Source: an optimization exercise on an open RTL-to-GDS flow (aim: small area and a short achievable clock period). Production flows keep margins and buffers that such runs may drop. Where RTL was checked, it was by simulation tests only, not by an equivalence proof against the original. The RTL of run 1 was laid out without a check of its function. Power figures rest on the tool's default switching activity, not on a simulated workload.

## flow/design.v (module list and top-level ports; edited modules follow where they fit)
// module float_copro_dp: 1529 lines
// module float_copro_enc: 30 lines
// module float_copro_add: 15 lines
// module float_copro: 72 lines
module float_copro
   (
    input  logic        clk,
    input  logic        copro_valid,
    input  logic        copro_accept,
    input  logic [10:0] copro_opcode,
    input  logic [31:0] copro_op0,
    input  logic [31:0] copro_op1,
    output logic        copro_complete,
    output logic [31:0] copro_result
    );
  // ...
==> flow/flow/run.sh <==
#!/bin/bash
# Standard ORFS layout (the standard.sh) with these changes:
#  - after the standard synthesis, flow/fixinv.py removes the inverters that
#    Yosys's full-adder extraction leaves between adder cells (it flips the
#    polarity of adder cells, which are self-dual), and the netlist is loaded
#    from the result;
#  - ports are buffered with buf_1 cells (the standard flow picks a larger
#    delay cell); the resizer still sizes them up where timing needs it;
set -euo pipefail
MARGIN=${MARGIN:-9.2}
R=orfs/results/$FLOW_PLATFORM/float_copro/base
bash standard.sh synth > log_synth.txt 2>&1
cp $R/1_2_yosys.v $R/1_2_yosys_orig.v
python3 flow/fixinv.py $R/1_2_yosys_orig.v $R/1_2_yosys_fixinv.v > log_fixinv.txt 2>&1
python3 flow/xorbal.py $R/1_2_yosys_fixinv.v $R/1_2_yosys.v > log_xorbal.txt 2>&1
rm -f $R/1_synth.odb $R/1_synth.sdc
bash standard.sh synth > log_synth_odb.txt 2>&1
for step in floorplan place cts route finish; do
  bash standard.sh SETUP_SLACK_MARGIN=$MARGIN \
    "BUFFER_PORTS_ARGS=-buffer_cell sky130_fd_sc_hd__buf_1" $step > log_$step.txt 2>&1
done
==> flow/flow/fixinv.py <==
#!/usr/bin/env python3
"""Remove inverters around full adders in a Yosys-written gate netlist.

A full adder is self-dual: FA(~a, ~b, ~c) = (~cout, ~sum).  Yosys's extract_fa
leaves many inverters between adder cells.  This script chooses a polarity for
every full-adder cell (all its pins inverted or not) and for every xor2/xnor2
cell (an xor2 is an xnor2 with its output inverted), so that as few signals as
possible are needed in both polarities, and rebuilds the netlist with one
inverter for each signal that is.  Usage: fixinv.py IN.v OUT.v"""
import re, sys, random, math

LIB = "sky130_fd_sc_hd__"
OUTPINS = {"X", "Y", "Q", "Q_N", "COUT", "SUM", "HI", "LO"}

src = open(sys.argv[1]).read()
m = re.search(r"^\s*" + LIB, src, re.M)
head, body = src[:m.start()], src[m.start():]
end = body.rindex("endmodule")
tail, body = body[end:], body[:end]

inst_re = re.compile(r"\s*(" + LIB + r"\w+)\s+(\S+)\s*\((.*?)\);\s*", re.S)
pin_re = re.compile(r"\.(\w+)\(\s*(.*?)\s*\)\s*(?:,|$)", re.S)
cells, order = {}, []
pos = 0
while pos < len(body):
    mm = inst_re.match(body, pos)
    if not mm:
        if body[pos:].strip():
            sys.exit("unparsed netlist text: " + body[pos:pos + 200])
        break
    typ, name, pins = mm.groups()
    cells[name] = [typ, {p: n.strip() for p, n in pin_re.findall(pins.strip())}]
    order.append(name)
    pos = mm.end()

ports = set()
for mo in re.finditer(r"^\s*(?:output|input)\s+(\[\d+:\d+\]\s*)?(\S+)\s*;", head, re.M):
    rng, nm = mo.groups()
    if rng:
        a, b = map(int, re.findall(r"\d+", rng))
        ports.update(f"{nm}[{i}]" for i in range(min(a, b), max(a, b) + 1))
    ports.add(nm)

def kind(c):
    t = cells[c][0][len(LIB):]
    if t.startswith("inv_") or t.startswith("clkinv_"):
        return "inv"
    if t.startswith("fa_"):
        return "fa"
    if t.startswith("xor2_") or t.startswith("xnor2_"):
        return "x2"
    return "other"

drv, lds = {}, {}
for c, (t, pm) in cells.items():
    for p, n in pm.items():
        (drv.__setitem__(n, (c, p)) if p in OUTPINS else lds.setdefault(n, []).append((c, p)))

# root of every net through inverter chains
def root(n):
    par = 0
    seen = 0
    while n in drv and kind(drv[n][0]) == "inv" and seen < 50:
        n = cells[drv[n][0]][1]["A"]
        par ^= 1
        seen += 1
    return n, par

invs = [c for c in cells if kind(c) == "inv"]
roots = {}   # root net -> {"loads": [(cell, pin, par)], "names": {par: name}}
def R(r):
    return roots.setdefault(r, {"loads": [], "names": {0: r}})
for n in set(list(drv) + list(lds)):
    if n in drv and kind(drv[n][0]) == "inv":
        r, par = root(n)
        R(r)["names"].setdefault(par, n)
for c in cells:
    if kind(c) == "inv":
        continue
    for p, n in cells[c][1].items():
        if p in OUTPINS:
            continue
        r, par = root(n)
        R(r)["loads"].append((c, p, par))
for r, d in roots.items():
    for par, name in list(d["names"].items()):
        pass
port_need = {}
for pn in ports:
    if pn in drv or pn in lds:
        r, par = root(pn)
        if r in roots or pn in drv:
            R(r)
            if roots[r]["names"].get(par) not in (None, pn):
                # two names of the same phase, one a port: keep as is by making the
                # port a separate load that needs that phase
                pass
            roots[r]["names"][par] = pn
            port_need.setdefault(r, set()).add(par)

flip = {c: 0 for c in cells if kind(c) in ("fa", "x2")}
def drvflip(r):
    d = drv.get(r)
    if d is None:
        return 0
    c = d[0]
    return flip.get(c, 0)

def loadflip(c):
    return flip.get(c, 0) if kind(c) == "fa" else 0

def cost_root(r):
    d = roots[r]
    s = drvflip(r)
    need = set()
    for c, p, par in d["loads"]:
        need.add(par ^ loadflip(c) ^ s)
    for par in port_need.get(r, ()):
        need.add(par ^ s)
    return 1 if len(need) > 1 or (need == {1}) else 0
# note: need == {1} alone means every load wants the other phase: 1 inverter

cell_roots = {}
for r, d in roots.items():
    if r in drv:
        cell_roots.setdefault(drv[r][0], set()).add(r)
    for c, p, par in d["loads"]:
        cell_roots.setdefault(c, set()).add(r)

def total():
    return sum(cost_root(r) for r in roots)

start_inv = len(invs)
best = total()
cur = best
bestflip = dict(flip)
vars_ = list(flip)
random.seed(1)
T = 1.0
N = 60000
for it in range(N):
    T = 1.0 * (1 - it / N) + 0.02
    c = random.choice(vars_)
    rs = cell_roots.get(c, ())
    before = sum(cost_root(r) for r in rs)
    flip[c] ^= 1
    after = sum(cost_root(r) for r in rs)
    dlt = after - before
    if dlt <= 0 or random.random() < math.exp(-dlt / T):
        cur += dlt
        if cur < best:
            best = cur
            bestflip = dict(flip)
    else:
        flip[c] ^= 1
flip = bestflip

# rebuild
for c in invs:
    del cells[c]
newid = [0]
new_wires = []
def fresh(base):
    newid[0] += 1
    n = f"_fixinv_{newid[0]}_"
    new_wires.append(n)
    return n
ninv = 0
for r, d in roots.items():
    s = drvflip(r)
    names = dict(d["names"])
    if r in drv:
        # driver output now carries phase s
        pass
    need = {}
    for c, p, par in d["loads"]:
        ph = par ^ loadflip(c)
        need.setdefault(ph, []).append((c, p))
    for par in port_need.get(r, ()):
        need.setdefault(par, [])
    if not need:
        continue
    # the driven net: name of phase s
    if s not in names:
        names[s] = fresh(r)
    if r in drv:
        c, p = drv[r]
        cells[c][1][p] = names[s]
    for ph, lst in need.items():
        if ph not in names:
            names[ph] = fresh(r)
        for c, p in lst:
            cells[c][1][p] = names[ph]
        if ph != s:
            newid[0] += 1
            nm = f"_fixinv_i{newid[0]}_"
            cells[nm] = [LIB + "inv_1", {"A": names[s], "Y": names[ph]}]
            order.append(nm)
            ninv += 1
for c in cells:
    if kind(c) == "fa" and flip[c]:
        pass  # pins already rewired by phase; the cell itself is unchanged

for c in list(cells):
    if kind(c) == "x2" and flip[c]:
        t = cells[c][0]
        pm = cells[c][1]
        if "xnor2_" in t:
            cells[c][0] = t.replace("xnor2_", "xor2_")
            pm["X"] = pm.pop("Y")
        else:
            cells[c][0] = t.replace("xor2_", "xnor2_")
            pm["Y"] = pm.pop("X")
out = [head]
for w in new_wires:
    out.append(f"  wire {w};\n")
for c in order:
    if c in cells:
        t, pm = cells[c]
        out.append(f"  {t} {c} (\n" + ",\n".join(f"    .{p}({n}{' ' if n.startswith(chr(92)) else ''})" for p, n in pm.items()) + "\n  );\n")
out.append(tail)
open(sys.argv[2], "w").write("".join(out))
print(f"fixinv: inverters {start_inv} -> {ninv} (model {best}); flipped {sum(flip.values())} cells",
      file=sys.stderr)
==> flow/flow/xorbal.py <==
#!/usr/bin/env python3
"""Rebalance xor trees in a gate netlist by estimated arrival time.

ABC sees the logic between full-adder cells with every input arriving at the
same time, so the parity of the top product column (an xor of many adder
outputs) often has its latest inputs at the bottom of the tree.  This pass
finds every tree of xor2/xnor2/xor3/xnor3 cells (each inner cell feeding only
the next one), estimates when each leaf signal arrives with a coarse delay
model, and rebuilds the tree from xor2 cells, always joining the two earliest
signals (an xnor2 at the root when the parity is inverted).
Usage: xorbal.py IN.v OUT.v"""
import re, sys

LIB = "sky130_fd_sc_hd__"
OUTPINS = {"X", "Y", "Q", "Q_N", "COUT", "SUM", "HI", "LO"}

src = open(sys.argv[1]).read()
m = re.search(r"^\s*" + LIB, src, re.M)
head, body = src[:m.start()], src[m.start():]
end = body.rindex("endmodule")
tail, body = body[end:], body[:end]
inst_re = re.compile(r"\s*(" + LIB + r"\w+)\s+(\S+)\s*\((.*?)\);\s*", re.S)
pin_re = re.compile(r"\.(\w+)\(\s*(.*?)\s*\)\s*(?:,|$)", re.S)
cells, order = {}, []
pos = 0
while pos < len(body):
    mm = inst_re.match(body, pos)
    if not mm:
        if body[pos:].strip():
            sys.exit("unparsed netlist text: " + body[pos:pos + 200])
        break
    typ, name, pins = mm.groups()
    cells[name] = [typ, {p: n.strip() for p, n in pin_re.findall(pins.strip())}]
    order.append(name)
    pos = mm.end()
ports = set()
for mo in re.finditer(r"^\s*(?:output|input)\s+(\[\d+:\d+\]\s*)?(\S+)\s*;", head, re.M):
    rng, nm = mo.groups()
    if rng:
        a, b = map(int, re.findall(r"\d+", rng))
        ports.update(f"{nm}[{i}]" for i in range(min(a, b), max(a, b) + 1))
    ports.add(nm)

def base(c):
    return re.sub(r"_\d+$", "", cells[c][0][len(LIB):])

XOR = {"xor2": (["A", "B"], "X", 0), "xnor2": (["A", "B"], "Y", 1),
       "xor3": (["A", "B", "C"], "X", 0), "xnor3": (["A", "B", "C"], "X", 1)}

def build():
    drv, lds = {}, {}
    for c, (t, pm) in cells.items():
        for p, n in pm.items():
            if p in OUTPINS:
                drv[n] = (c, p)
            else:
                lds.setdefault(n, []).append((c, p))
    return drv, lds
drv, lds = build()

DELAY = {"fa": {"SUM": 0.5, "COUT": 0.42}, "ha": {"SUM": 0.3, "COUT": 0.25},
         "dfxtp": {"Q": 0.4}, "xor2": 0.2, "xnor2": 0.2, "xor3": 0.35, "xnor3": 0.35,
         "inv": 0.07, "buf": 0.15, "clkbuf": 0.15}
memo = {}
def arrival(n, depth=0):
    if n in memo:
        return memo[n]
    d = drv.get(n)
    if d is None or depth > 400:
        return 0.0
    c, p = d
    b = base(c)
    dl = DELAY.get(b, 0.2)
    if isinstance(dl, dict):
        dl = dl.get(p, 0.3)
    dl += 0.02 * len(lds.get(n, []))
    if b.startswith("dfxtp") or b.startswith("dfrtp"):
        t = dl
    else:
        t = dl + max([arrival(x, depth + 1) for q, x in cells[c][1].items()
                      if q not in OUTPINS] + [0.0])
    memo[n] = t
    return t

def is_x(c):
    return c in cells and base(c) in XOR

def inner(c):
    """c is an inner node: its output feeds exactly one load, an xor cell."""
    out = cells[c][1][XOR[base(c)][1]]
    l = lds.get(out, [])
    return out not in ports and len(l) == 1 and is_x(l[0][0])

sys.setrecursionlimit(10000)
for n in list(drv):
    arrival(n)
QUANT = 0.8
roots = [c for c in order if is_x(c) and not inner(c)]
newid = [0]
new_wires = []
changed = 0
for r in roots:
    leaves, parity, members = [], 0, []
    stack = [r]
    while stack:
        c = stack.pop()
        members.append(c)
        ins, out, inv = XOR[base(c)]
        parity ^= inv
        for p in ins:
            n = cells[c][1][p]
            d = drv.get(n)
            if d and is_x(d[0]) and inner(d[0]) and d[0] not in members:
                stack.append(d[0])
            else:
                # an inverter in front of the tree only flips its parity
                while d and d[0] in cells and base(d[0]) in ("inv", "clkinv"):
                    n = cells[d[0]][1]["A"]
                    parity ^= 1
                    d = drv.get(n)
                leaves.append(n)
    if len(leaves) < 3:
        continue
    # equal leaves cancel
    cnt = {}
    for n in leaves:
        cnt[n] = cnt.get(n, 0) + 1
    leaves = [n for n in cnt for _ in range(cnt[n] % 2)]
    if len(leaves) < 2:
        continue
    # arrival estimates are coarse: quantize them so that leaves of about the
    # same arrival are joined in balanced trees rather than chains
    items = sorted((round(arrival(n) / QUANT) * QUANT, n) for n in leaves)
    rout = cells[r][1][XOR[base(r)][1]]
    for c in members:
        del cells[c]
    while len(items) > 1:
        (t0, x), (t1, y) = items[0], items[1]
        items = items[2:]
        last = not items
        newid[0] += 1
        nm = f"_xorbal_{newid[0]}_"
        if last:
            o = rout
            typ = "xnor2_1" if parity else "xor2_1"
        else:
            o = f"_xorbal_n{newid[0]}_"
            new_wires.append(o)
            typ = "xor2_1"
        cells[nm] = [LIB + typ, {"A": x, "B": y, ("Y" if typ.startswith("xnor") else "X"): o}]
        order.append(nm)
        items.append((max(t0, t1) + 0.2, o))
        items.sort()
    changed += 1

# drop inverters left without loads
while True:
    drv, lds = build()
    dead = [c for c in cells if base(c) in ("inv", "clkinv")
            and not lds.get(cells[c][1]["Y"]) and cells[c][1]["Y"] not in ports]
    if not dead:
        break
    for c in dead:
        del cells[c]

out = [head]
for w in new_wires:
    out.append(f"  wire {w};\n")
for c in order:
    if c in cells:
        t, pm = cells[c]
        out.append(f"  {t} {c} (\n" + ",\n".join(
            f"    .{p}({n}{' ' if n.startswith(chr(92)) else ''})" for p, n in pm.items()) + "\n  );\n")
out.append(tail)
open(sys.argv[2], "w").write("".join(out))
print(f"xorbal: rebuilt {changed} xor trees", file=sys.stderr)
==> flow/standard.sh <==
#!/bin/bash
# synth_recipe.tcl (not shown) runs the flow's synth.tcl, then flattens the netlist and writes it again
# the make line also repeats each setting of config.mk as NAME=value (left out here)
make -C /OpenROAD-flow-scripts/flow DESIGN_CONFIG=/design/flow/config.mk WORK_HOME=/design/flow/orfs CLKGATE_MAP_FILE= SYNTH_SCRIPT=/design/flow/synth_recipe.tcl "${@:-finish}"
==> flow/config.mk <==
export PLATFORM = sky130hd
export DESIGN_NAME = float_copro
export DESIGN_NICKNAME = float_copro
export VERILOG_FILES = /design/flow/design.v
export SDC_FILE = /design/flow/constraint.sdc
export NUM_CORES = 4
export LEC_CHECK = 0
export CAP_MARGIN = 20
export CORE_MARGIN = 2
export CORE_UTILIZATION = 65
export SLEW_MARGIN = 20
==> flow/constraint.sdc <==
create_clock -name core_clock -period 14.0 [get_ports {clk}]
set_input_delay 2.8000 -clock core_clock [delete_from_list [all_inputs] [get_ports {clk}]]
set_output_delay 2.8000 -clock core_clock [all_outputs]
set_load 0.01 [all_outputs]
==> impl_results.rst, run 1 <==
.. list-table::
   :header-rows: 1

   * - Metric
     - Value
   * - Result of the run
     - complete, no violations
   * - Vias per cell
     - 6.40
   * - Register cell area after layout
     - roughly 0.0033 mm2
   * - NumNets Final
     - 1823
   * - # clk buffers
     - 17
   * - Multi-input gate area in the final layout
     - roughly 0.011 mm2
   * - Cell count after synthesis
     - 1457
   * - Hold-fix buffers at CTS
     - 0
   * - Post-placement cell area
     - between 0.015 and 0.02 mm2
   * - Top Metal Used
     - met4
   * - Die ar.
     - ~0.025 mm2
   * - Seq cells
     - 162
   * - RePlAce Congestion
     - 0.903
   * - Critical Path Fanout Max
     - 2
   * - Core area
     - 0.0228 mm2
   * - WL final
     - roughly 42 mm
   * - Crit-path slowest cell
     - or3_4
   * - Class of the tightest hold or removal check
     - flop to flop
   * - Number of standard-cell rows in the floorplan
     - 55
   * - I/O pin count
     - 111
   * - DP Wirelength
     - about 28 mm
   * - X dimension of the die
     - 157 um
   * - Final Cell Area
     - between 0.015 and 0.02 mm2
   * - CTS tree
     - yes
   * - Depth of the most critical reg-to-reg path
     - 12
   * - Worst hold path cell count
     - 2
   * - Post-CTS setup buffer count
     - 4
   * - Number of antenna diodes
     - 0
   * - Fillers
     - about 1800
   * - Synth-to-layout area growth
     - 7.35%
   * - Setup slack at placement
     - 9.08 ns
   * - Initial Utilization
     - 66.7%
   * - Sw Pwr
     - 1.24 mW
   * - Arrival time of data at the critical path endpoint
     - 2.14 ns
   * - Ratio of final minimum period to clock period
     - about a third
   * - Clock-pin slew of the registers on the worst-case setup and hold paths
     - 0.08 ns
   * - Clk buf depth
     - 2
   * - Clock Sinks
     - around 160
   * - IO buf count
     - 101
   * - Wire length on met2
     - 18.7 mm
==> module float_copro, before the edit <==
module float_copro
   (
    input  logic        clk,
    input  logic        copro_valid,
    input  logic        copro_accept,
    input  logic [10:0] copro_opcode,
    input  logic [31:0] copro_op0,
    input  logic [31:0] copro_op1,
    output logic        copro_complete,
    output logic [31:0] copro_result
    );
   wire mul_d    = copro_opcode[1:0] == 2'd2;
   wire addsub_d = !copro_opcode[1];
   wire sub_d    = copro_opcode[1:0] == 2'd1;
   logic        mul_r, as_r;    
   logic [3:0]  cnt;            
   logic [31:0] b_r, c_r;
   logic [15:0] one, two, neg;
   logic [15:0] one_d, two_d, neg_d;
   float_copro_enc encoder (
      .a(copro_op0), .mul(mul_d), .addsub(addsub_d), .sub(sub_d),
      .one(one_d), .two(two_d), .neg(neg_d)
   );
   logic [15:0] one_r, two_r, neg_r;
   assign one = one_r;
   assign two = two_r;
   assign neg = neg_r;
   logic [19:0] lo_d, lo_r;
   logic        cy_d, cy_r;
   logic [11:0] hs_d, hc_d, hs_r, hc_r;
   float_copro_dp datapath (
      .one(one), .two(two), .neg(neg), .b(b_r), .c(c_r),
      .lo(lo_d), .lo_cy(cy_d), .hi_s(hs_d), .hi_c(hc_d)
   );
   always_ff @(posedge clk) begin
      b_r   <= copro_op1;
      mul_r <= mul_d;
      as_r  <= addsub_d;
      one_r <= one_d;
      two_r <= two_d;
      neg_r <= neg_d;
      c_r   <= copro_op0 & {32{addsub_d}};
      lo_r  <= lo_d;
      cy_r  <= cy_d;
      hs_r  <= hs_d;
      hc_r  <= hc_d;
      if (!copro_valid || copro_accept)
         cnt <= 4'd0;
      else if (cnt != 4'd15)
         cnt <= cnt + 4'd1;
   end
   assign copro_complete = mul_r ? cnt >= 4'd2 : as_r ? cnt >= 4'd3 : cnt >= 4'd11;
   logic [11:0] gg [0:4];
   logic [11:0] pp [0:4];
   always_comb begin
      gg[0] = hc_r;
      pp[0] = hs_r;
      for (int l = 0; l < 4; l++)
         for (int i = 0; i < 12; i++)
            if (i >= (1 << l)) begin
               gg[l+1][i] = gg[l][i] | (pp[l][i] & gg[l][i - (1 << l)]);
               pp[l+1][i] = pp[l][i] & pp[l][i - (1 << l)];
            end else begin
               gg[l+1][i] = gg[l][i];
               pp[l+1][i] = pp[l][i];
            end
   end
   wire [11:0] gl = gg[4];
   wire [11:0] pl = pp[4];
   wire [11:0] carry = {gl[10:0] | (pl[10:0] & {11{cy_r}}), cy_r};
   assign copro_result = {hs_r ^ carry, lo_r};
endmodule
==> run 2, diff against run 1 <==
--- a/flow/design.v
+++ b/flow/design.v
@@ -1,18 +1,18 @@
 module float_copro_dp (
    input  logic [15:0] one,
    input  logic [15:0] two,
    input  logic [15:0] neg,
    input  logic [31:0] b,
    input  logic [31:0] c,
-   output logic [19:0] lo,
+   output logic [20:0] lo,
    output logic        lo_cy,
-   output logic [11:0] hi_s,
-   output logic [11:0] hi_c
+   output logic [10:0] hi_s,
+   output logic [10:0] hi_c
    );
    wire pp0_0;
    wire pp0_1;
    wire pp0_2;
    wire pp0_3;
    wire pp0_4;
    wire pp0_5;
    wire pp0_6;
@@ -1518,19 +1518,19 @@
    assign tx24 = tx22 ^ tx23;
    assign tx25 = fc99 ^ fc142;
    assign tx26 = tx24 ^ tx25;
    assign tx27 = tx26 ^ fc143;
    assign tx28 = tx27 ^ fc168;
    assign tx29 = tx28 ^ fc196;
    wire [31:0] rs = {tx29, fc195, fc194, fc193, fc192, fc191, fc190, fc189, fc188, fc187, fc186, fc185, fc184, fc183, fc182, fc181, fc180, fc179, fc178, fc177, fc176, fc175, fc174, fc173, fc172, fc171, fc170, hc29, hs29, hc28, hc27, pp0_0};
    wire [31:0] rc = {1'b0, fs196, fs195, fs194, fs193, fs192, fs191, fs190, fs189, fs188, fs187, fs186, fs185, fs184, fs183, fs182, fs181, fs180, fs179, fs178, fs177, fs176, fs175, fs174, fs173, fs172, fs171, fs170, fc169, fs169, hs28, hs27};
-   float_copro_add #(.N(20), .CI(0)) lo_add (.a(rs[19:0]), .b(rc[19:0]), .ci(1'b0), .y({lo_cy, lo}));
-   assign hi_s = rs[31:20] ^ rc[31:20];
-   assign hi_c = rs[31:20] & rc[31:20];
+   float_copro_add #(.N(21), .CI(0)) lo_add (.a(rs[20:0]), .b(rc[20:0]), .ci(1'b0), .y({lo_cy, lo}));
+   assign hi_s = rs[31:21] ^ rc[31:21];
+   assign hi_c = rs[31:21] & rc[31:21];
 endmodule
 module float_copro_enc (
    input  logic [31:0] a,
    input  logic        mul,
    input  logic        addsub,
    input  logic        sub,
    output logic [15:0] one,
    output logic [15:0] two,
@@ -1594,19 +1594,19 @@
    float_copro_enc encoder (
       .a(copro_op0), .mul(mul_d), .addsub(addsub_d), .sub(sub_d),
       .one(one_d), .two(two_d), .neg(neg_d)
    );
    logic [15:0] one_r, two_r, neg_r;
    assign one = one_r;
    assign two = two_r;
    assign neg = neg_r;
-   logic [19:0] lo_d, lo_r;
+   logic [20:0] lo_d, lo_r;
    logic        cy_d, cy_r;
-   logic [11:0] hs_d, hc_d, hs_r, hc_r;
+   logic [10:0] hs_d, hc_d, hs_r, hc_r;
    float_copro_dp datapath (
       .one(one), .two(two), .neg(neg), .b(b_r), .c(c_r),
       .lo(lo_d), .lo_cy(cy_d), .hi_s(hs_d), .hi_c(hc_d)
    );
    always_ff @(posedge clk) begin
       b_r   <= copro_op1;
       mul_r <= mul_d;
       as_r  <= addsub_d;
@@ -1619,28 +1619,28 @@
       hs_r  <= hs_d;
       hc_r  <= hc_d;
       if (!copro_valid || copro_accept)
          cnt <= 4'd0;
       else if (cnt != 4'd15)
          cnt <= cnt + 4'd1;
    end
    assign copro_complete = mul_r ? cnt >= 4'd2 : as_r ? cnt >= 4'd3 : cnt >= 4'd11;
-   logic [11:0] gg [0:4];
-   logic [11:0] pp [0:4];
+   logic [10:0] gg [0:4];
+   logic [10:0] pp [0:4];
    always_comb begin
       gg[0] = hc_r;
       pp[0] = hs_r;
       for (int l = 0; l < 4; l++)
-         for (int i = 0; i < 12; i++)
+         for (int i = 0; i < 11; i++)
             if (i >= (1 << l)) begin
                gg[l+1][i] = gg[l][i] | (pp[l][i] & gg[l][i - (1 << l)]);
                pp[l+1][i] = pp[l][i] & pp[l][i - (1 << l)];
             end else begin
                gg[l+1][i] = gg[l][i];
                pp[l+1][i] = pp[l][i];
             end
    end
-   wire [11:0] gl = gg[4];
-   wire [11:0] pl = pp[4];
-   wire [11:0] carry = {gl[10:0] | (pl[10:0] & {11{cy_r}}), cy_r};
+   wire [10:0] gl = gg[4];
+   wire [10:0] pl = pp[4];
+   wire [10:0] carry = {gl[9:0] | (pl[9:0] & {10{cy_r}}), cy_r};
    assign copro_result = {hs_r ^ carry, lo_r};
 endmodule
--- a/flow/flow/run.sh
+++ b/flow/flow/run.sh
@@ -2,17 +2,17 @@
 # Standard ORFS layout (the standard.sh) with these changes:
 #  - after the standard synthesis, flow/fixinv.py removes the inverters that
 #    Yosys's full-adder extraction leaves between adder cells (it flips the
 #    polarity of adder cells, which are self-dual), and the netlist is loaded
 #    from the result;
 #  - ports are buffered with buf_1 cells (the standard flow picks a larger
 #    delay cell); the resizer still sizes them up where timing needs it;
 set -euo pipefail
-MARGIN=${MARGIN:-9.2}
+MARGIN=${MARGIN:-9.4}
 R=orfs/results/$FLOW_PLATFORM/float_copro/base
 bash standard.sh synth > log_synth.txt 2>&1
 cp $R/1_2_yosys.v $R/1_2_yosys_orig.v
 python3 flow/fixinv.py $R/1_2_yosys_orig.v $R/1_2_yosys_fixinv.v > log_fixinv.txt 2>&1
 python3 flow/xorbal.py $R/1_2_yosys_fixinv.v $R/1_2_yosys.v > log_xorbal.txt 2>&1
 rm -f $R/1_synth.odb $R/1_synth.sdc
 bash standard.sh synth > log_synth_odb.txt 2>&1
 for step in floorplan place cts route finish; do
==> run 2 against run 1 <==
Compared with the run above: register-to-register slack improved by 0.04 ns; clock power decreased by 7.3%; final cell count decreased by 1.1%; largest power group unchanged; area after synthesis decreased by 0.54%; critical path depth unchanged; maximum frequency decreased by 0.12%; still clean on timing, DRC and antenna.
==> impl_results.rst, run 2 <==
.. list-table::
   :header-rows: 1

   * - Metric
     - Value
   * - Top achievable clock speed
     - 202 MHz (about the same)
   * - DP Wirelength
     - 28.3 mm (was 28.4 mm)
   * - Clock-pin slew of the registers on the worst-case setup and hold paths
     - 0.08 ns (about the same)
   * - X dimension of the die
     - 156 um (was 157 um)
   * - Yosys synthesis warning count
     - 3 (unchanged)
   * - CP Capture Type
     - output port (unchanged)
   * - CTS tree
     - yes (unchanged)
   * - Core area
     - 0.0227 mm2 (was 0.0228 mm2)
   * - NumNets Final
     - 1832 (was 1823)
   * - I/O pin count
     - 111 (unchanged)
   * - Chip Height
     - 156 um (was 157 um)
   * - Clock Sinks
     - 161 (was 162)
   * - Number of standard cells in the final layout excluding fillers
     - 1776 (was 1796)
   * - Commonest non-fill, non-tap cells in the layout
     - xnor2_1, a22oi_1, fa_1 (unchanged)
   * - Critical path cell sequence
     - a21o_1 -> a21oi_2 -> and4b_2 -> nor3_2 -> o41a_1 -> o21bai_1 -> xor2_1 -> buf_2 (was a21oi_2 -> o21a_1 -> o21a_1 -> or3_4 -> a31oi_4 -> a21oi_2 -> xnor2_1 -> buf_2)
   * - Leakage power
     - 6.44 nW (was 6.38 nW)
   * - Total overflow reported by the global router
     - 0 (unchanged)
   * - Setup slack of the worst register-to-register path
     - 9.50 ns (was 9.46 ns)
   * - RePlAce Congestion
     - 0.898 (was 0.903)
   * - Worst-Skew Late Latency
     - 0.44 ns (was 0.45 ns)
   * - Share of layout cells above drive strength 1
     - 8.79% (was 7.08%)
   * - Max-cap violations
     - 0 (unchanged)
   * - Post-Syn Area per Cell
     - 10.4 um2 (about the same)
   * - Number of standard-cell rows in the floorplan
     - 55 (unchanged)
   * - TritonCTS buffer count
     - 17 (unchanged)
   * - Number of remaining DRC errors
     - 0 (unchanged)
   * - Final Cell Area
     - 0.0164 mm2 (was 0.0163 mm2)
   * - Global-route wire length before repair
     - 65.4 mm (was 65.0 mm)
   * - Vias per cell
     - 6.56 (was 6.40)
   * - Pin count of the biggest net entering global routing
     - 51 (unchanged)
   * - Average routed wire per standard cell
     - 23.7 um (was 23.1 um)
   * - Critical path type
     - flop to output port (unchanged)
   * - Min Clock Period, post-route
     - 4.94 ns (about the same)
   * - Worst-Margin Slew
     - 1.03 ns (was 1.12 ns)
   * - Placed insts
     - 1736 (was 1759)
   * - Mapped Nets
     - 1811 (was 1810)
   * - Initial Utilization
     - 66.5% (was 66.7%)
   * - Class of the tightest hold or removal check
     - flop to flop (unchanged)
   * - Worst vdd ir
     - 0.147 mV (was 0.154 mV)
   * - Startpoint types
     - flop (unchanged)
   * - Registers with the highest flip-flop counts
     - b_r (32), c_r (32), lo_r (21) (was b_r (32), c_r (32), lo_r (20))
   * - Aggregate negative setup slack
     - 0 ns (unchanged)
   * - Fillers
     - 1722 (was 1752)
   * - Post-synthesis instance area
     - 0.0151 mm2 (was 0.0152 mm2)
   * - Cell count after synthesis
     - 1458 (was 1457)
   * - Max-slew headroom
     - 31.2% (was 25.0%)
   * - Count of antenna-violating nets left after detailed routing
     - 0 (unchanged)
   * - Most frequent standard cell in the layout excluding fill and tap cells
     - xnor2_1 (unchanged)
   * - WL final
     - 42.0 mm (was 41.5 mm)
   * - Clk buf depth
     - 2 (unchanged)
   * - Endpoints failing hold
     - 0 (unchanged)
   * - Die ar.
     - 0.0245 mm2 (was 0.0246 mm2)
   * - Maximum cell stage delay along the critical path
     - 0.35 ns (about the same)
   * - Ratio of final minimum period to clock period
     - 35.3% (about the same)
   * - Vias in the first global route
     - 11600 (was 11700)
   * - IO buf count
     - 101 (unchanged)
   * - Post-placement cell area
     - 0.0156 mm2 (about the same)
   * - Synth-to-layout area growth
     - 8.76% (was 7.35%)
   * - Number of antenna diodes
     - 0 (unchanged)
   * - Initial antenna violation count
     - 0 (unchanged)
   * - Worst EP required
     - 11.20 ns (about the same)
   * - Power density over cell area
     - 175 mW/mm2 (was 177 mW/mm2)
   * - Number of iterations in the first detailed-routing pass
     - 6 (unchanged)
   * - Count of final setup violators
     - 0 (unchanged)
   * - Final Max Slew Viols
     - 0 (unchanged)
   * - Cell at the root of the clock tree
     - clkbuf_16 (unchanged)
   * - Unrepaired setup endpoints after global routing
     - yes (unchanged)
   * - Global-route usage over all layers
     - 35.4% (was 35.2%)
   * - Result of the run
     - complete, no violations (unchanged)
   * - Max Clock Skew
     - 0.0202 ns (was 0.0126 ns)
   * - Number of DRC violations after detailed-routing iteration 0
     - 1273 (was 1271)
   * - Crit-path slowest cell
     - dfxtp_2 (was or3_4)
   * - Arrival time of data at the critical path endpoint
     - 2.14 ns (about the same)
   * - Critical Path Fanout Max
     - 2 (unchanged)
   * - Number of levels in the clock H-tree
     - 4 (unchanged)
   * - Via Count
     - 11700 (was 11500)
==> run 2: critical path, delay by kind of cell, from the launching register on <==
family          cells  cell delay, ns
compound gates      4            0.70
simple gates        2            0.36
flops               1            0.35
xor+xnor            1            0.15
buf+inv             1            0.14
==> run 2: area by class of cell <==
class / count / area (um2) / area share [%]
repair buffers: 143 / 798 / 4.86
clock buffers: 17 / 425 / 2.59
inverters: 19 / 75.1 / 0.457
flip-flops and latches: 161 / 3260 / 19.8
well taps: 285 / 357 / 2.17
multi-input cells: 1137 / 11400 / 69.2
clock inverters: 14 / 145 / 0.883
==> run 2: layer usage <==
layer / wire, um / global-route usage, % / vias up
met5: 0 / 0 / -
met4: 1400 / 12.8 / 0
met3: 4660 / 7.20 / 119
met2: 18500 / 54.8 / 755
met1: 17400 / 49.7 / 5723
li1: - / - / 5055
==> run 2: path summary, 6_finish.rpt <==
kind,start,to,cells after the start
max,cy_r,copro_result[31],8
min,cnt[3],cnt[2],2
min reg2reg,cnt[3],cnt[2],2
max reg2reg,neg_r[10],hs_r[8],8
==> run 2: repair_timing <==
action / CTS / global route
endpoints found under the setup margin: 20 / 18
pin swaps: 7 / 8
hold buffers: 0 / 0
cloned: 0 / 1
resized for setup: 26 / 45
buffers inserted: 5 / 3
==> run 2: metrics by stage <==
| stage | utilization [%] | worst slack (ns) | power, mW | hold WS [ns] |
|---|---|---|---|---|
| 3_5_place_dp | 68.5 | 8.82 | 2.36 | 0.572 |
| 6_report | 72.4 | 9.06 | 2.88 | 0.575 |
| 5_1_grt | 72.4 | 8.94 | 3.14 | 0.628 |
| 4_1_cts | 71.4 | 9.01 | 2.86 | 0.579 |
| 3_3_place_gp | 68.5 | 8.78 | 2.28 | 0.550 |
| 2_1_floorplan | - | 9.47 | 1.89 | 0.524 |
==> run 2: power by group <==
| group | leakage, nW | total [mW] | switching (mW) | internal, mW |
|---|---|---|---|---|
| combinational | 4.82 | 1.79 | 0.955 | 0.831 |
| sequential | 1.35 | 0.626 | 0.0572 | 0.568 |
| clock | 0.278 | 0.467 | 0.230 | 0.237 |
==> run 3, diff against run 2 <==
--- a/flow/flow/run.sh
+++ b/flow/flow/run.sh
@@ -7,7 +7,7 @@
 #  - ports are buffered with buf_1 cells (the standard flow picks a larger
 #    delay cell); the resizer still sizes them up where timing needs it;
 set -euo pipefail
-MARGIN=${MARGIN:-9.4}
+MARGIN=${MARGIN:-9.0}
 R=orfs/results/$FLOW_PLATFORM/float_copro/base
 bash standard.sh synth > log_synth.txt 2>&1
 cp $R/1_2_yosys.v $R/1_2_yosys_orig.v
==> run 3 against run 2 <==
Compared with the run above: still clean on timing, DRC and antenna; maximum frequency is 1.4% lower; clock power shrank 1%; synthesized cell count unchanged; combinational power fell by 4%; register-to-register slack worse by 0.29 ns; sequential power about the same; largest cell class unchanged; highest routed layer unchanged.
==> impl_results.rst, run 3 <==
.. list-table::
   :header-rows: 1

   * - Metric
     - Value
   * - DP Wirelength
     - 28.4 mm (was 28.3 mm)
   * - Vias per cell
     - 6.49 (was 6.56)
   * - Post-synthesis instance area
     - 0.0151 mm2 (unchanged)
   * - Critical path type
     - flop to output port (unchanged)
   * - Worst vdd ir
     - 0.163 mV (was 0.147 mV)
   * - Startpoint of the most critical hold path
     - cnt[3] (unchanged)
   * - Hold Worst Slack
     - 0.568 ns (was 0.575 ns)
   * - Final Max Slew Viols
     - 0 (unchanged)
   * - Setup slack of the worst register-to-register path
     - 9.21 ns (was 9.50 ns)
   * - I/O pin count
     - 111 (unchanged)
   * - Result of the run
     - complete, no violations (unchanged)
   * - Crit path buf inv count
     - 2 (was 1)
   * - Clock Sinks
     - 161 (unchanged)
   * - Maximum cell stage delay along the critical path
     - 0.33 ns (was 0.35 ns)
   * - Number of antenna diodes
     - 0 (unchanged)
   * - Class of the tightest hold or removal check
     - flop to flop (unchanged)
   * - RePlAce Congestion
     - 0.912 (was 0.898)
   * - Total overflow reported by the global router
     - 0 (unchanged)
   * - Min Clock Period, post-route
     - 5.01 ns (was 4.94 ns)
   * - Number of standard cells in the final layout excluding fillers
     - 1772 (was 1776)
   * - Critical path cell sequence
     - a21o_1 -> a21oi_2 -> and4b_1 -> buf_4 -> nor3_2 -> o21bai_2 -> a21oi_2 -> xnor2_1 -> buf_2 (was a21o_1 -> a21oi_2 -> and4b_2 -> nor3_2 -> o41a_1 -> o21bai_1 -> xor2_1 -> buf_2)
   * - Placed insts
     - 1738 (was 1736)
   * - Unrepaired setup endpoints after global routing
     - yes (unchanged)
   * - X dimension of the die
     - 156 um (unchanged)
   * - Initial antenna violation count
     - 0 (unchanged)
   * - NumNets Final
     - 1828 (was 1832)
   * - Crit-path slowest cell
     - dfxtp_2 (unchanged)
   * - Share of layout cells above drive strength 1
     - 6.32% (was 8.79%)
   * - Max Clock Skew
     - 0.0138 ns (was 0.0202 ns)
   * - Pin count of the biggest net entering global routing
     - 51 (unchanged)
   * - TritonCTS buffer count
     - 17 (unchanged)
   * - Registers with the highest flip-flop counts
     - b_r (32), c_r (32), lo_r (21) (unchanged)
   * - Worst-Skew Late Latency
     - 0.43 ns (was 0.44 ns)
   * - Chip Height
     - 156 um (unchanged)
   * - Arrival time of data at the critical path endpoint
     - 2.21 ns (was 2.14 ns)
   * - Leakage power
     - 6.35 nW (was 6.44 nW)
   * - Number of iterations in the first detailed-routing pass
     - 8 (was 6)
   * - Hold endpoint
     - cnt[2] (unchanged)
   * - Most frequent cell on the critical path
     - a21oi_2
   * - Worst-Margin Slew
     - 1.18 ns (was 1.03 ns)
   * - Depth of the most critical reg-to-reg path
     - 13 (was 8)
   * - Top achievable clock speed
     - 199 MHz (was 202 MHz)
   * - Core area
     - 0.0227 mm2 (unchanged)
   * - Endpoint of the worst-slack reg-to-reg timing path
     - cy_r (was hs_r[8])
   * - Global-route wire length before repair
     - 65.8 mm (was 65.4 mm)
   * - Post-Syn Area per Cell
     - 10.4 um2 (unchanged)
   * - Max-slew headroom
     - 21.2% (was 31.2%)
   * - Aggregate negative setup slack
     - 0 ns (unchanged)
   * - Initial Utilization
     - 66.5% (unchanged)
   * - Worst hold path cell count
     - 2 (unchanged)
   * - CP Capture Type
     - output port (unchanged)
   * - Global-route usage over all layers
     - 35.4% (about the same)
   * - Worst EP required
     - 11.20 ns (about the same)
   * - Number of remaining DRC errors
     - 0 (unchanged)
   * - Cell count after synthesis
     - 1458 (unchanged)
   * - Vias in the first global route
     - 11900 (was 11600)
   * - WL final
     - 41.6 mm (was 42.0 mm)
   * - Most frequent standard cell in the layout excluding fill and tap cells
     - xnor2_1 (unchanged)
   * - Power density over cell area
     - 173 mW/mm2 (was 175 mW/mm2)
   * - CTS tree
     - yes (unchanged)
   * - Ratio of final minimum period to clock period
     - 35.8% (was 35.3%)
   * - Count of antenna-violating nets left after detailed routing
     - 0 (unchanged)
   * - Number of DRC violations after detailed-routing iteration 0
     - 1203 (was 1273)
   * - Synth-to-layout area growth
     - 7.14% (was 8.76%)
   * - Worst setup path start
     - cy_r (unchanged)
   * - IO buf count
     - 101 (unchanged)
   * - Mapped Nets
     - 1811 (unchanged)
   * - Die ar.
     - 0.0245 mm2 (unchanged)
   * - CP delay by family, top
     - compound AO/OA/AOI/OAI gates (unchanged)
   * - Critical Path Fanout Max
     - 3 (was 2)
   * - Endpoints failing hold
     - 0 (unchanged)
   * - Yosys synthesis warning count
     - 3 (unchanged)
   * - Startpoint types
     - flop (unchanged)
   * - Cell at the root of the clock tree
     - clkbuf_16 (unchanged)
   * - Commonest non-fill, non-tap cells in the layout
     - xnor2_1, a22oi_1, fa_1 (unchanged)
   * - Number of levels in the clock H-tree
     - 4 (unchanged)
   * - Number of standard-cell rows in the floorplan
     - 55 (unchanged)
   * - Max-cap violations
     - 0 (unchanged)
   * - Clk buf depth
     - 2 (unchanged)
   * - Average routed wire per standard cell
     - 23.5 um (was 23.7 um)
   * - Count of final setup violators
     - 0 (unchanged)
   * - Via Count
     - 11500 (was 11700)
   * - Hold-fix buffers at CTS
     - 0 (unchanged)
   * - Worst r2r src
     - b_r[9] (was neg_r[10])
   * - Clock-pin slew of the registers on the worst-case setup and hold paths
     - 0.07 ns (was 0.08 ns)
run 3: cell types whose count changed in the layout (fill, tap and decap cells not counted), sizes merged:
cell / delta
buf: -2
inv: +3
clkinvlp: -1
clkbuf: -2
clkinv: -2
run 3: layer usage:
layer  wire length, um  global-route usage (%)
met1             17000                    47.8
met2             18900                    54.6
met3              4660                    10.9
met4              1090                    12.2
met5                 0                       0
run 3: worst reg2reg max path: cells and delay by family, from the launching register on:
kind                       cells  cell delay [ns]
xor gates and xnor gates       1             0.25
DFF                            1             0.73
and+or+nand+nor                1             0.20
AOI/OAI and AO/OA              6             1.25
adders and majority gates      5             2.26
run 3: through the flow:
step                instance area [um2]  utilization [%]  power (mW)  setup WS (ns)
detailed placement                15600             68.6        2.34           8.86
global placement                  15600             68.6        2.29           8.88
floorplan                         15100                -        1.89           9.25
global route                      16200             71.3        3.06           8.84
finish                            16200             71.3        2.81           8.99
CTS                               16200             71.1        2.82           8.91
run 3: how the worst max path moves through the flow:
stage	endpoint	slack, ns	cells after the start
floorplan	lo_r[16]	9.25	16
global placement	cy_r	8.88	13
detailed placement	cy_r	8.86	13
CTS	copro_result[31]	8.91	8
global route	copro_result[31]	8.84	7
finish	copro_result[29]	8.99	9
run 3: report_power, final:
part	internal (mW)	total [mW]	switching, mW	leakage (nW)
logic	0.793	1.72	0.926	4.73
registers	0.569	0.626	0.0570	1.34
clock network	0.236	0.460	0.224	0.276
total	1.60	2.81	1.21	6.35
run 3: what timing repair did:
action / 4_1_cts / 5_1_grt
gates resized for setup: 8 / 7
setup endpoints to repair: 9 / 5
buffers inserted: 1 / 2
pin swaps: 4 / 2
gates cloned: 0 / 0
run 3: layout make-up:
cell class	count	area, um2
multi-input combinational	1137	11300
fill	1744	6520
inverter	19	71.3
clock inverter	14	135
timing repair buffer	139	668
tap	285	357
sequential	161	3240
clock buffer	17	425
==> run 4, diff against run 3 <==
--- a/flow/config.mk
+++ b/flow/config.mk
@@ -7,5 +7,6 @@
 export LEC_CHECK = 0
 export CAP_MARGIN = 20
 export CORE_MARGIN = 2
-export CORE_UTILIZATION = 65
+export CORE_UTILIZATION = 70
+export PLACE_DENSITY = 0.8
 export SLEW_MARGIN = 20
==> run 4 against run 3 <==
Compared with the run above: combinational power barely moved; largest power group unchanged; worst setup slack improved by 0.047 ns; sequential share of layout area about the same; via count rose by 2.7%; critical endpoint is now copro_result[31]; maximum frequency up 0.95%; still clean on timing, DRC and antenna.
==> impl_results.rst, run 4 <==
.. list-table::
   :header-rows: 1

   * - Metric
     - Value
   * - Result of the run
     - complete, no violations (unchanged)
   * - Number of iterations in the first detailed-routing pass
     - 6 (was 8)
   * - Chip Height
     - 151 um (was 156 um)
   * - TritonCTS buffer count
     - 17 (unchanged)
   * - Pin count of the biggest net entering global routing
     - 51 (unchanged)
   * - Via Count
     - 11800 (was 11500)
   * - Mapped Nets
     - 1811 (unchanged)
   * - RePlAce Congestion
     - 0.908 (was 0.912)
   * - Class of the tightest hold or removal check
     - flop to flop (unchanged)
   * - Worst r2r src
     - neg_r[6] (was b_r[9])
   * - Power density over cell area
     - 173 mW/mm2 (about the same)
   * - CP endpoint
     - copro_result[31] (was copro_result[29])
   * - Core area
     - 0.0211 mm2 (was 0.0227 mm2)
   * - Initial Utilization
     - 71.7% (was 66.5%)
   * - Average routed wire per standard cell
     - 23.6 um (was 23.5 um)
   * - Min Clock Period, post-route
     - 4.97 ns (was 5.01 ns)
   * - Top achievable clock speed
     - 201 MHz (was 199 MHz)
   * - CTS tree
     - yes (unchanged)
   * - Max-cap violations
     - 0 (unchanged)
   * - Total overflow reported by the global router
     - 0 (unchanged)
   * - Initial antenna violation count
     - 0 (unchanged)
   * - Worst-Margin Slew
     - 1.01 ns (was 1.18 ns)
   * - Unrepaired setup endpoints after global routing
     - yes (unchanged)
   * - Yosys synthesis warning count
     - 3 (unchanged)
   * - Clock Sinks
     - 161 (unchanged)
   * - Arrival time of data at the critical path endpoint
     - 2.17 ns (was 2.21 ns)
   * - Max Clock Skew
     - 0.0192 ns (was 0.0138 ns)
   * - Vias in the first global route
     - 12000 (was 11900)
   * - WL final
     - 41.5 mm (was 41.6 mm)
   * - Post-synthesis instance area
     - 0.0151 mm2 (unchanged)
   * - Vias per cell
     - 6.71 (was 6.49)
   * - Count of final setup violators
     - 0 (unchanged)
   * - Number of remaining DRC errors
     - 0 (unchanged)
   * - Leakage power
     - 6.32 nW (was 6.35 nW)
   * - Setup slack of the worst register-to-register path
     - 9.22 ns (was 9.21 ns)
   * - Worst vdd ir
     - 0.100 mV (was 0.163 mV)
   * - Synth-to-layout area growth
     - 6.97% (was 7.14%)
   * - NumNets Final
     - 1824 (was 1828)
   * - Count of antenna-violating nets left after detailed routing
     - 0 (unchanged)
   * - Clk buf depth
     - 2 (unchanged)
   * - Number of levels in the clock H-tree
     - 4 (unchanged)
   * - Clock-pin slew of the registers on the worst-case setup and hold paths
     - 0.08 ns (was 0.07 ns)
   * - Final Max Slew Viols
     - 0 (unchanged)
   * - X dimension of the die
     - 151 um (was 156 um)
   * - Hold-fix buffers at CTS
     - 0 (unchanged)
   * - Hold Worst Slack
     - 0.584 ns (was 0.568 ns)
   * - Critical path cell sequence
     - a21o_1 -> a21oi_2 -> and4b_2 -> nor3_1 -> o41a_1 -> o21bai_1 -> xor2_1 -> buf_2 (was a21o_1 -> a21oi_2 -> and4b_1 -> buf_4 -> nor3_2 -> o21bai_2 -> a21oi_2 -> xnor2_1 -> buf_2)
   * - Critical path type
     - flop to output port (unchanged)
   * - Share of layout cells above drive strength 1
     - 6.27% (was 6.32%)
   * - Die ar.
     - 0.0228 mm2 (was 0.0245 mm2)
   * - Registers with the highest flip-flop counts
     - b_r (32), c_r (32), lo_r (21) (unchanged)
   * - Global-route usage over all layers
     - 38.1% (was 35.4%)
   * - DP Wirelength
     - 27.8 mm (was 28.4 mm)
   * - Number of antenna diodes
     - 0 (unchanged)
   * - Startpoint types
     - flop (unchanged)
   * - Number of DRC violations after detailed-routing iteration 0
     - 1544 (was 1203)
   * - Worst-Skew Late Latency
     - 0.45 ns (was 0.43 ns)
   * - Ratio of final minimum period to clock period
     - 35.5% (was 35.8%)
   * - I/O pin count
     - 111 (unchanged)
   * - Max-slew headroom
     - 32.4% (was 21.2%)
   * - Final Cell Area
     - 0.0162 mm2 (about the same)
   * - Endpoints failing hold
     - 0 (unchanged)
   * - Crit-path slowest cell
     - dfxtp_2 (unchanged)
   * - Placed insts
     - 1725 (was 1738)
   * - Aggregate negative setup slack
     - 0 ns (unchanged)
   * - CP Capture Type
     - output port (unchanged)
   * - Endpoint of the worst-slack reg-to-reg timing path
     - cy_r (unchanged)
   * - Depth of the most critical reg-to-reg path
     - 13 (unchanged)
   * - Total power of the final layout
     - 2.79 mW (was 2.81 mW)
   * - Critical Path Fanout Max
     - 2 (was 3)
   * - Post-Syn Area per Cell
     - 10.4 um2 (unchanged)
   * - Worst EP required
     - 11.20 ns (about the same)
   * - Worst setup path start
     - cy_r (unchanged)
   * - Cell at the root of the clock tree
     - clkbuf_16 (unchanged)
   * - Cell count after synthesis
     - 1458 (unchanged)
   * - Maximum cell stage delay along the critical path
     - 0.35 ns (was 0.33 ns)
   * - Number of standard-cell rows in the floorplan
     - 53 (was 55)
   * - Post-placement cell area
     - 0.0155 mm2 (was 0.0156 mm2)
   * - IO buf count
     - 101 (unchanged)
   * - Most frequent standard cell in the layout excluding fill and tap cells
     - xnor2_1 (unchanged)
   * - Number of standard cells in the final layout excluding fillers
     - 1759 (was 1772)
   * - Global-route wire length before repair
     - 65.3 mm (was 65.8 mm)
   * - Commonest non-fill, non-tap cells in the layout
     - xnor2_1, a22oi_1, fa_1 (unchanged)
## run 4: where the power goes
| part | switching (mW) | total [mW] | leakage [nW] | internal (mW) |
|---|---|---|---|---|
| sequential | 0.0556 | 0.625 | 1.34 | 0.569 |
| clock | 0.231 | 0.473 | 0.278 | 0.242 |
| combinational | 0.909 | 1.69 | 4.70 | 0.786 |
## run 4: layer usage
metal	share of wire (%)	up-vias	routed length (um)	GRT usage (%)
met4	5.3	0	2180	18.0
met5	0	-	0	0
li1	-	5044	-	-
met2	44	899	18200	57.8
met1	38	5679	15700	51.5
met3	13	183	5380	9.49
## run 4: area by class of cell
| class | instances | area, um2 |
|---|---|---|
| clock buffers | 19 | 443 |
| clock inverters | 13 | 139 |
| fillers | 1454 | 4920 |
| inverters | 19 | 71.3 |
| multi-input cells | 1137 | 11300 |
| flip-flops and latches | 161 | 3240 |
| well taps | 275 | 344 |
| repair buffers | 135 | 638 |
## run 4: worst min path at each step
stage,start,end,slack (ns),cells after the start
3_5_place_dp,cnt[3],cnt[2],0.56,2
6_report,cnt[3],cnt[2],0.58,2
2_1_floorplan,cnt[3],cnt[2],0.52,2
3_3_place_gp,cnt[3],cnt[2],0.55,2
4_1_cts,cnt[3],cnt[2],0.58,2
5_1_grt,cnt[3],cnt[2],0.60,2
## run 4: timing repair
action / in CTS / in global routing
resized for setup: 8 / 8
endpoints found under the setup margin: 6 / 8
buffers inserted: 1 / 1
gates cloned: 0 / 0
pin swaps: 5 / 1
## run 4: metrics by stage
stage	worst slack [ns]	utilization, %
finish	9.03	76.7
global route	8.89	76.7
CTS	8.98	76.6
detailed placement	8.88	73.7
global placement	8.97	73.7
floorplan	9.25	-
## run 4: worst max-delay path, delay by kind of cell, from the launching register on
kind / cells / cell delay (ns)
AO/OA/AOI/OAI: 4 / 0.70
AND/OR/NAND/NOR: 2 / 0.38
flip-flops: 1 / 0.35
XOR/XNOR: 1 / 0.15
buffers and inverters: 1 / 0.15

-- what the ideal ports hide --
How much do the figures lean on ideal ports? The routed layouts below were timed once more, with nothing changed but the port constraints. Step 1: set_driving_cell puts a clkbuf_16 on clk and a buf_2 on each other input, an assumption about the parent block. Step 2 also shifts input and output timing later by t, the mid clock arrival at the registers, as if the neighbouring blocks saw the same clock. Slacks: ideal ports / drivers / drivers and shift; pairs: ideal ports / drivers.
run | t, ns | slack for setup (ns) | latest minus earliest clock arrival (ns) | slew at the worst register clock pin (ns) | pins driven straight from the clock port
run 1 | 0.489 | 9.061 / 9.011 / 9.282 | 0.013 / 0.013 | 0.08 / 0.08 | 1
run 2 | 0.482 | 9.055 / 9.005 / 9.159 | 0.021 / 0.020 | 0.08 / 0.08 | 1
run 3 | 0.475 | 8.986 / 8.936 / 9.161 | 0.016 / 0.016 | 0.08 / 0.08 | 1
run 4 | 0.492 | 9.033 / 8.982 / 9.213 | 0.021 / 0.021 | 0.08 / 0.08 | 1
After both steps setup and hold are still met in every run listed.
